This is an optimization exercise on Yosys and OpenROAD, whose aim is small area, a short achievable clock period and few clock cycles per item, not a production implementation. Where RTL was checked, it was by simulation tests only, not by an equivalence proof against the original. Power is estimated from default activity; no workload was simulated.

## dma_top
module dma_top (
    input  wire        clk,
    input  wire        reset,
    input  wire        trigger,
    input  wire [4:0]  length,
    input  wire [31:0] source_address,
    input  wire [31:0] destination_address,
    output wire        done,
    output wire [31:0] ARADDR,
    output wire        ARVALID,
    input  wire        ARREADY,
    input  wire [31:0] RDATA,
    input  wire        RVALID,
    output wire        RREADY,
    output wire [31:0] AWADDR,
    output wire        AWVALID,
    input  wire        AWREADY,
    output wire [31:0] WDATA,
    output wire        WVALID,
    input  wire        WREADY,
    input  wire        BVALID,
    output wire        BREADY
);
Size in the first run: roughly 260 cells after synthesis, about 28 flip-flops, about 210 I/O pins.
Settings: LEC_CHECK=0, CAP_MARGIN=20, CORE_MARGIN=2, CORE_UTILIZATION=45, SETUP_SLACK_MARGIN=1.45, SLEW_MARGIN=20; clock period 3.5 ns.
standard.sh (not shown) runs the stock make flow with config.mk's settings and CLKGATE_MAP_FILE= SYNTH_SCRIPT=/design/flow/synth_recipe.tcl, a recipe that flattens the netlist after the stock synthesis.
==> flow/flow/run.sh <==
#!/bin/bash
# ORFS layout with two changes from the standard one:
#  - synthesis maps the logic with a plain delay-oriented ABC script (no
#    full/half-adder extraction, no ABC buffering or resizing); everything else
#    in synthesis, including the registers, is the standard synthesis;
#  - the port buffers are the smallest buffer cell.
set -euo pipefail
here=$(pwd)
rm -rf "$here/scripts_abc"
cp -r "$FLOW_HOME/scripts" "$here/scripts_abc"
printf '&get -n\n&st\n&dch\n&nf -p\n&put\n' > "$here/scripts_abc/abc_speed.script"
bash standard.sh "SCRIPTS_DIR=$here/scripts_abc" 'ADDER_MAP_FILE=' synth > synth.log 2>&1
bash standard.sh 'BUFFER_PORTS_ARGS=-buffer_cell sky130_fd_sc_hd__buf_1' finish > layout.log 2>&1
Testbench counts at the start, summed over its fixed seeds: cycles 29,253, words 9,566.
Rerun with:
Settings changed: PLACE_DENSITY set to 0.35, SETUP_SLACK_MARGIN 1.45 to 1.3.
The new run completed with no timing, DRC or antenna violations.
Cell area fell by about 7%.
Worst setup slack is worse by 100 ps.
Die area does not change.
Synthesized area is unchanged.
Synthesized cell count does not change.
Flip-flop and latch count is unchanged.
Critical path depth does not change.
First-iteration DRC count rose by about 50%.
Final cell count fell by about 0.9%.
Non-clock buffer count fell by 5.
Rerun with:
Settings changed: CORE_UTILIZATION 45 to 55, PLACE_DENSITY 0.35 to not set.
Flip-flop and latch count does not change; worst setup slack is better by 3.2 ps; routed wire length grows by a few percent; worst hold slack is better by 4.1 ps; final cell count shrinks by a few percent; design area does not change.

---

The RTL this note starts from:
==> flow/design.v <==
module master_dma (
    input  wire        clk,
    input  wire        reset,
    input  wire        trigger,
    input  wire [4:0]  length,
    input  wire [31:0] source_address,
    input  wire [31:0] destination_address,
    output wire        done,
    output wire [31:0] ARADDR,
    output wire        ARVALID,
    input  wire        ARREADY,
    input  wire [31:0] RDATA,
    input  wire        RVALID,
    output wire        RREADY,
    output wire [31:0] AWADDR,
    output wire        AWVALID,
    input  wire        AWREADY,
    output wire [31:0] WDATA,
    output wire        WVALID,
    input  wire        WREADY,
    input  wire        BVALID,
    output wire        BREADY
);
wire [2:0] words = length[4:2];
reg       started;      
reg       done_r;       
reg [2:0] ar_count;     
reg [2:0] aw_count;     
reg [2:0] b_count;      
wire active = started ? ~done_r : trigger;
assign ARVALID = active & (ar_count != words);
assign AWVALID = active & (aw_count != words);
addr_offset u_araddr (.base(source_address), .count(ar_count), .addr(ARADDR));
addr_offset u_awaddr (.base(destination_address), .count(aw_count), .addr(AWADDR));
assign WVALID = RVALID & started;
assign WDATA  = RDATA;
assign RREADY = WREADY;
assign BREADY = 1'b1;
wire b_last = BVALID & started & (b_count + 3'd1 == words);
assign done = done_r | b_last;
always @(posedge clk) begin
    if (reset) begin
        started  <= 1'b0;
        done_r   <= 1'b0;
        ar_count <= 3'd0;
        aw_count <= 3'd0;
        b_count  <= 3'd0;
    end else begin
        if (trigger)
            started <= 1'b1;
        if (b_last)
            done_r <= 1'b1;
        if (ARVALID && ARREADY)
            ar_count <= ar_count + 3'd1;
        if (AWVALID && AWREADY)
            aw_count <= aw_count + 3'd1;
        if (BVALID && started)
            b_count <= b_count + 3'd1;
    end
end
endmodule
module addr_offset (
    input  wire [31:0] base,
    input  wire [2:0]  count,
    output wire [31:0] addr
);
wire [2:0] b = base[4:2];
wire c0 = b[0] & count[0];
wire c1 = (b[1] & count[1]) | ((b[1] ^ count[1]) & c0);
wire c2 = (b[2] & count[2]) | ((b[2] ^ count[2]) & c1);
assign addr[1:0] = base[1:0];
assign addr[2] = b[0] ^ count[0];
assign addr[3] = b[1] ^ count[1] ^ c0;
assign addr[4] = b[2] ^ count[2] ^ c1;
genvar k;
generate
    for (k = 5; k < 32; k = k + 1) begin : g_inc
        if (k == 5) begin : g_first
            assign addr[k] = base[k] ^ c2;
        end else begin : g_rest
            assign addr[k] = base[k] ^ (c2 & (&base[k-1:5]));
        end
    end
endgenerate
endmodule
module dma_top (
    input  wire        clk,
    input  wire        reset,
    input  wire        trigger,
    input  wire [4:0]  length,
    input  wire [31:0] source_address,
    input  wire [31:0] destination_address,
    output wire        done,
    output wire [31:0] ARADDR,
    output wire        ARVALID,
    input  wire        ARREADY,
    input  wire [31:0] RDATA,
    input  wire        RVALID,
    output wire        RREADY,
    output wire [31:0] AWADDR,
    output wire        AWVALID,
    input  wire        AWREADY,
    output wire [31:0] WDATA,
    output wire        WVALID,
    input  wire        WREADY,
    input  wire        BVALID,
    output wire        BREADY
);
master_dma u_dma (
    .clk(clk),
    .reset(reset),
    .trigger(trigger),
    .length(length),
    .source_address(source_address),
    .destination_address(destination_address),
    .done(done),
    .ARADDR(ARADDR),
    .ARVALID(ARVALID),
    .ARREADY(ARREADY),
    .RDATA(RDATA),
    .RVALID(RVALID),
    .RREADY(RREADY),
    .AWADDR(AWADDR),
    .AWVALID(AWVALID),
    .AWREADY(AWREADY),
    .WDATA(WDATA),
    .WVALID(WVALID),
    .WREADY(WREADY),
    .BVALID(BVALID),
    .BREADY(BREADY)
);
endmodule
==> flow/config.mk <==
export PLATFORM = sky130hd
export DESIGN_NAME = dma_top
export DESIGN_NICKNAME = dma_top
export VERILOG_FILES = /design/flow/design.v
export SDC_FILE = /design/flow/constraint.sdc
export NUM_CORES = 4
export LEC_CHECK = 0
export ABC_CLOCK_PERIOD_IN_PS = 700
export CAP_MARGIN = 20
export CORE_MARGIN = 2
export CORE_UTILIZATION = 40
export SLEW_MARGIN = 20
==> flow/constraint.sdc <==
create_clock -name core_clock -period 3.5 [get_ports {clk}]
set_input_delay 0.7000 -clock core_clock [delete_from_list [all_inputs] [get_ports {clk}]]
set_output_delay 0.7000 -clock core_clock [all_outputs]
set_load 0.01 [all_outputs]
==> flow/flow/run.sh <==
#!/bin/bash
# Standard ORFS layout, with the port buffers made from the smallest buffer
# cell and the adders left to ABC (no full/half-adder cell extraction).
set -euo pipefail
bash standard.sh 'BUFFER_PORTS_ARGS=-buffer_cell sky130_fd_sc_hd__buf_1' 'ADDER_MAP_FILE=' finish > orfs_make.log 2>&1
Edit:
ABC_CLOCK_PERIOD_IN_PS = 1000   (was 700)
CORE_UTILIZATION = 60   (was 40)
SETUP_SLACK_MARGIN = 1.0   (was default)
Outcome: Now the flow never finished: it broke off in global routing. Synthesized cell count is unchanged. Area after synthesis does not change.
Edit:
==> flow/flow/run.sh (replaced) <==
#!/bin/bash
# Standard ORFS layout, with the port buffers made from the smallest buffer cell.
set -euo pipefail
bash standard.sh 'BUFFER_PORTS_ARGS=-buffer_cell sky130_fd_sc_hd__buf_1' finish > orfs_make.log 2>&1
ABC_CLOCK_PERIOD_IN_PS = default   (was 1000)
CORE_UTILIZATION = 40   (was 60)
SETUP_SLACK_MARGIN = default   (was 1.0)
Now the flow completed, yet does not pass: setup timing; area after synthesis goes down by about 3.5%; synthesized cell count goes down by about 9%.
Edit:
==> flow/run.sh (new file) <==
#!/bin/bash
# synth_recipe.tcl (not shown) runs the flow's synth.tcl, then flattens the netlist and writes it again
# the make line also repeats each setting of config.mk as NAME=value (left out here)
make -C /OpenROAD-flow-scripts/flow DESIGN_CONFIG=/design/flow/config.mk WORK_HOME=/design/flow/orfs CLKGATE_MAP_FILE= SYNTH_SCRIPT=/design/flow/synth_recipe.tcl finish
removed: flow/flow/run.sh
removed: flow/standard.sh
Outcome: The changed run finished but fails on setup timing. Clock skew stays flat. Fmax grows by 0.99%. Die area stays the same.
Edit:
==> flow/flow/run.sh (new file) <==
#!/bin/bash
# Standard ORFS layout, with the port buffers made from the smallest buffer
# cell and the adders left to ABC (no full/half-adder cell extraction).
set -euo pipefail
bash standard.sh 'BUFFER_PORTS_ARGS=-buffer_cell sky130_fd_sc_hd__buf_1' 'ADDER_MAP_FILE=' finish > orfs_make.log 2>&1
==> flow/standard.sh (new file) <==
#!/bin/bash
# synth_recipe.tcl (not shown) runs the flow's synth.tcl, then flattens the netlist and writes it again
# the make line also repeats each setting of config.mk as NAME=value (left out here)
make -C /OpenROAD-flow-scripts/flow DESIGN_CONFIG=/design/flow/config.mk WORK_HOME=/design/flow/orfs CLKGATE_MAP_FILE= SYNTH_SCRIPT=/design/flow/synth_recipe.tcl "${@:-finish}"
CORE_UTILIZATION = 45   (was 40)
SETUP_SLACK_MARGIN = 0.8   (was default)
removed: flow/run.sh
- Now the flow finished clean
- wire length falls by 3.7%
- total power falls by 8.7%
- setup slack improved by 730 ps
- global-route usage rises by 0.17 points
- critical path depth falls by 5
- cell count falls by 1.6%
- worst hold slack improved by 78 ps
- synthesized cell count rises by 9.5%
- clock skew stays flat
Function was not checked in any run of this note: the RTL went through the layout flow alone.

---

// dma_top: RTL as listed in full above, without the edits since
export LEC_CHECK = 0
export ABC_CLOCK_PERIOD_IN_PS = 700
export CAP_MARGIN = 20
export CORE_MARGIN = 2
export CORE_UTILIZATION = 60
export SETUP_SLACK_MARGIN = 0.3
export SLEW_MARGIN = 20
create_clock -name core_clock -period 3.5 [get_ports {clk}]
==> flow/flow/run.sh <==
#!/bin/bash
# Standard ORFS layout, with the port buffers made from the smallest buffer
# cell and the adders left to ABC (no full/half-adder cell extraction).
set -euo pipefail
bash standard.sh 'BUFFER_PORTS_ARGS=-buffer_cell sky130_fd_sc_hd__buf_1' 'ADDER_MAP_FILE=' finish > orfs_make.log 2>&1
The first run completed with no timing, DRC or antenna violations.
==> next run, changes <==
ABC_CLOCK_PERIOD_IN_PS = unset   (was 700)
CORE_UTILIZATION = 45   (was 60)
SETUP_SLACK_MARGIN = 0.5   (was 0.3)
Effect: Cell area goes up by about 4.4%; cell count is higher by 2.8%; worst hold slack is worse by 0.0067 ns; total power rose by 9.3%; via count barely changes; count of clock-buffer cells in the layout is unchanged; worst setup slack gets better by 0.13 ns.
==> next run, changes <==
CORE_UTILIZATION = 40   (was 45)
SETUP_SLACK_MARGIN = unset   (was 0.5)
=>
- via count shrinks by a few percent
- register-to-register slack improves by 0.03 ns
- final area shrinks by a few percent
Function was not checked in any run of this note: the RTL went through the layout flow alone.

[port drivers added, routing unchanged]
How much do the figures lean on ideal ports? The routed layouts below were timed once more, with nothing changed but the port constraints.
Step 1 (the two cells are an assumption about what drives the block):
set clk [get_ports {clk}]
set_driving_cell -lib_cell sky130_fd_sc_hd__clkbuf_16 $clk
set_driving_cell -lib_cell sky130_fd_sc_hd__buf_2 [delete_from_list [all_inputs] $clk]
Step 2, shift: input delay + t, output delay - t, t = (earliest + latest rising clock arrival at the registers) / 2. This alone moves slack from input paths to output paths.
a / b / c = ideal / step 1 / step 2; a / b = the first two.
run	t, ns	setup WS [ns]	hold WS [ns]	worst setup path at the end	slew at the worst register clock pin (ns)
the first run of note 1	0.296	1.466 / 1.423 / 1.281	0.489 / 0.489 / 0.489	input to register	0.10 / 0.10
the second run of note 1	0.285	1.363 / 1.333 / 1.178	0.479 / 0.479 / 0.479	input to register	0.08 / 0.08
the third run of note 1	0.303	1.366 / 1.335 / 1.095	0.483 / 0.483 / 0.483	input to register	0.10 / 0.10
the first run of note 2	0.256	0.541 / 0.491 / 0.491	0.537 / 0.537 / 0.537	input to output	0.05 / 0.05
the third run of note 2	0.259	-0.048 / -0.088 / -0.088	0.472 / 0.472 / 0.472	input to output	0.05 / 0.05
the fourth run of note 2	0.253	-0.013 / -0.062 / -0.062	0.469 / 0.469 / 0.469	input to output	0.05 / 0.05
the fifth run of note 2	0.255	0.712 / 0.649 / 0.649	0.547 / 0.547 / 0.547	input to output	0.05 / 0.05
the first run of note 3	0.294	0.505 / 0.482 / 0.482	0.542 / 0.542 / 0.542	input to output	0.08 / 0.08
the second run of note 3	0.255	0.632 / 0.596 / 0.596	0.536 / 0.536 / 0.536	input to output	0.05 / 0.05
the third run of note 3	0.256	0.541 / 0.491 / 0.491	0.537 / 0.537 / 0.537	input to output	0.05 / 0.05
For the third run of note 1, which loses most, drivers alone change the setup slack by -0.031 ns; drivers and shift together by -0.271 ns.
